This design comes from an exercise in tuning for small area, a short achievable clock period and few clock cycles per item on the open sky130 flow, not from production work.
In this exercise RTL edits were held to simulation tests only and were not proved equivalent to the original.

==> flow/design.v (excerpt) <==
module MCycle
#(
    parameter WIDTH = 32
)
(
    input CLK,
    input RESET,
    input Start,
    input [1:0] MCycleOp,
    input [WIDTH-1:0] Operand1,
    input [WIDTH-1:0] Operand2,
    output [WIDTH-1:0] Result,
    output Busy
);
For scale: roughly 3000 cells after synthesis, ~140 flip-flops, ~100 I/O pins, ~19000 µm² of cells after synthesis.
Settings: LEC_CHECK=0, ABC_AREA=1, CAP_MARGIN=20, CORE_MARGIN=2, CORE_UTILIZATION=30, GPL_ROUTABILITY_DRIVEN=1, SETUP_SLACK_MARGIN=2.9, SLEW_MARGIN=20, SYNTH_HIERARCHICAL=1, TNS_END_PERCENT=3; clock period 6.5 ns.
run.sh (not shown) runs the stock make flow with config.mk's settings and CLKGATE_MAP_FILE= SYNTH_SCRIPT=/design/flow/synth_recipe.tcl, a recipe that flattens the netlist after the stock synthesis.
Testbench counts at the start, summed over its fixed seeds: cycles 14,740, items 1,920.
Rerun with:
Settings changed: CORE_UTILIZATION 30 to 25, SETUP_SLACK_MARGIN 2.9 to 2.8, TNS_END_PERCENT 3 to 10.
After rerunning: Critical path depth stays the same; non-clock buffer count climbs by 26; global-route usage drops by 5.6 points; worst setup slack gains 79 ps; count of clock-buffer cells in the layout climbs by 3; design area climbs by 3.0%; utilization drops by 5.2 points; maximum frequency climbs by 2.1%; wire length drops by 1.9%; hold slack is about the same.
Rerun with:
Settings changed: SETUP_SLACK_MARGIN 2.8 to 2.9.
Effect:
- final area drops by 3.0%
- routed wire length drops by 1.8%
- hold slack gains 23 ps
- worst setup slack loses 20 ps
- utilization drops by 0.95 points
- clock-buffer cell count drops by 4
- via count drops by 0.93%
- critical path depth drops by 2
- cell count drops by 1.1%

========
v53:
MCycle again, from the RTL that the note above started with.
Settings: LEC_CHECK=0, ABC_AREA=1, CAP_MARGIN=10, CORE_MARGIN=2, CORE_UTILIZATION=22, GPL_ROUTABILITY_DRIVEN=1, SETUP_SLACK_MARGIN=2.9, SLEW_MARGIN=10, SYNTH_HIERARCHICAL=1, TNS_END_PERCENT=10; clock period 6.5 ns.
Testbench counts of v53, summed over its fixed seeds: cycles 14,740, items 1,920.
[inputs] v19 vs v53
- swapping 22 for 30 in CORE_UTILIZATION
### Flow results
Compared with v53, v19 shows a worst hold slack that is 0.0045 ns lower. Looking at highest net fanout along the worst path, v19 sits below v53. Non-clock buffer count ended up 70 lower on v19 than on v53. Full die area, v19 and v53: higher on v53. Count of clock-buffer cells in the layout, v19 and v53: lower on v53. Taking v53 as the reference, in v19 tightest slew margin relative to the limit fell 17 points, share of the core filled with cells in the final layout has increased.
### v19 -> v23
- SETUP_SLACK_MARGIN: 2.9 -> 3.2
- SLEW_MARGIN: 10 -> 20
- CAP_MARGIN: 10 -> 20
[summary]
The higher total length of routed met2 wires of v23 and v19 is in v19.
From v19 to v23 the numbers moved as follows: last weighted congestion value of the routability-driven placer rose 0.079, cell area after layout rose 4.0%, clock buffer count rose 3, count of hold buffers inserted by post-cts repair about even.
Edits applied to the flow inputs when going from v23 to v3:
- changing CORE_UTILIZATION from 30 to 18
- changing SETUP_SLACK_MARGIN from 3.2 to 2.9
Findings:
Share of cell area taken by multi-input logic gates (lower): v3
Measured against v23, the final RePlAce weighted congestion of v3 comes out at 0.946 times the reference value.
Re data arrival time of the worst path: v23 was higher than v3.
Between v23 and v3, the cell count is higher for v3.
Looking at detailed-route wire length across v23 and v3, the one that comes out lower is v23.
Max clock buffer count across v23 and v3: v23
Against v23 as the reference, v3 delivers a higher signed area change from the synthesized netlist to the final layout.
### v3 -> v22
- CORE_UTILIZATION now 22, was 18
==> results.txt <==
v22 | status: complete | timing, DRC, antenna: pass. Taking v3 as the reference, in v22 share of the clock period used by the worst path decreased by 1.8 points relative to the old numbers; core occupancy in the finished layout increased by 5.7 points relative to the old numbers; wire length decreased by about 5% relative to the old numbers; sequential share of layout area decreased by 0.22 points relative to the old numbers. Compared with v3, v22 shows a lower count of non-CTS inverters in the layout. In v22, the global-route wire length before repair came out about 6% below the value in v3.
diff inputs: v22 => v31
- CORE_UTILIZATION: 22 -> 40
Results
v31 does worse than v22 on shortest period the worst path allows.
v31 vs v22: clock-cell share of area up
Sort v31 and v22 by starting density of the core, descending, and v31 comes first.
Setup WNS v22 -> v31: worse
Where first-pass GRT wire length is concerned, v22 is better than v31.
Relative to v22, the sum of buffers and inverters on the critical path of v31 is lower by 1.
Standard-cell row count, v31 and v22, lower one = v31.
Comparing v31 and v22, the lower final wirelength is on v22.
Changes observed in v31 relative to v22: met3 usage in global routing climbed 7.9 points; proportion of layout cells with a drive suffix above 1 rose by 2.4 points.

what the ideal ports hide:
In the flow no input, the clock included, has a driving cell. The finished layouts below were timed again as built, in two steps. Step 1: set_driving_cell puts a clkbuf_16 on CLK and a buf_2 on each other input, an assumption about the parent block. Step 2 moves the port delays by t, midway between the first and last clock arrival at a register: inputs arrive t later, outputs are due t later. That takes back most of the time a late clock gives input paths. Slacks: ideal / step 1 / step 2; pairs: ideal / step 1.
run | t, ns | setup WS [ns] | pins driven straight from the clock port
the first run of note 1 | 0.534 | 2.573 / 2.573 / 2.131 | 1
the second run of note 1 | 0.539 | 2.652 / 2.652 / 2.200 | 1
the third run of note 1 | 0.525 | 2.632 / 2.665 / 2.140 | 1
v53 | 0.534 | 2.663 / 2.663 / 2.287 | 1
v19 | 0.529 | 2.545 / 2.545 / 2.163 | 1
v23 | 0.535 | 2.678 / 2.678 / 2.216 | 1
v3 | 0.537 | 2.545 / 2.545 / 2.125 | 1
v22 | 0.534 | 2.663 / 2.663 / 2.287 | 1
v31 | 0.523 | 2.640 / 2.640 / 2.203 | 1
After both steps setup and hold are still met in every run listed. For the third run of note 1, which loses most, drivers alone change the setup slack by +0.033 ns; drivers and shift together by -0.492 ns.
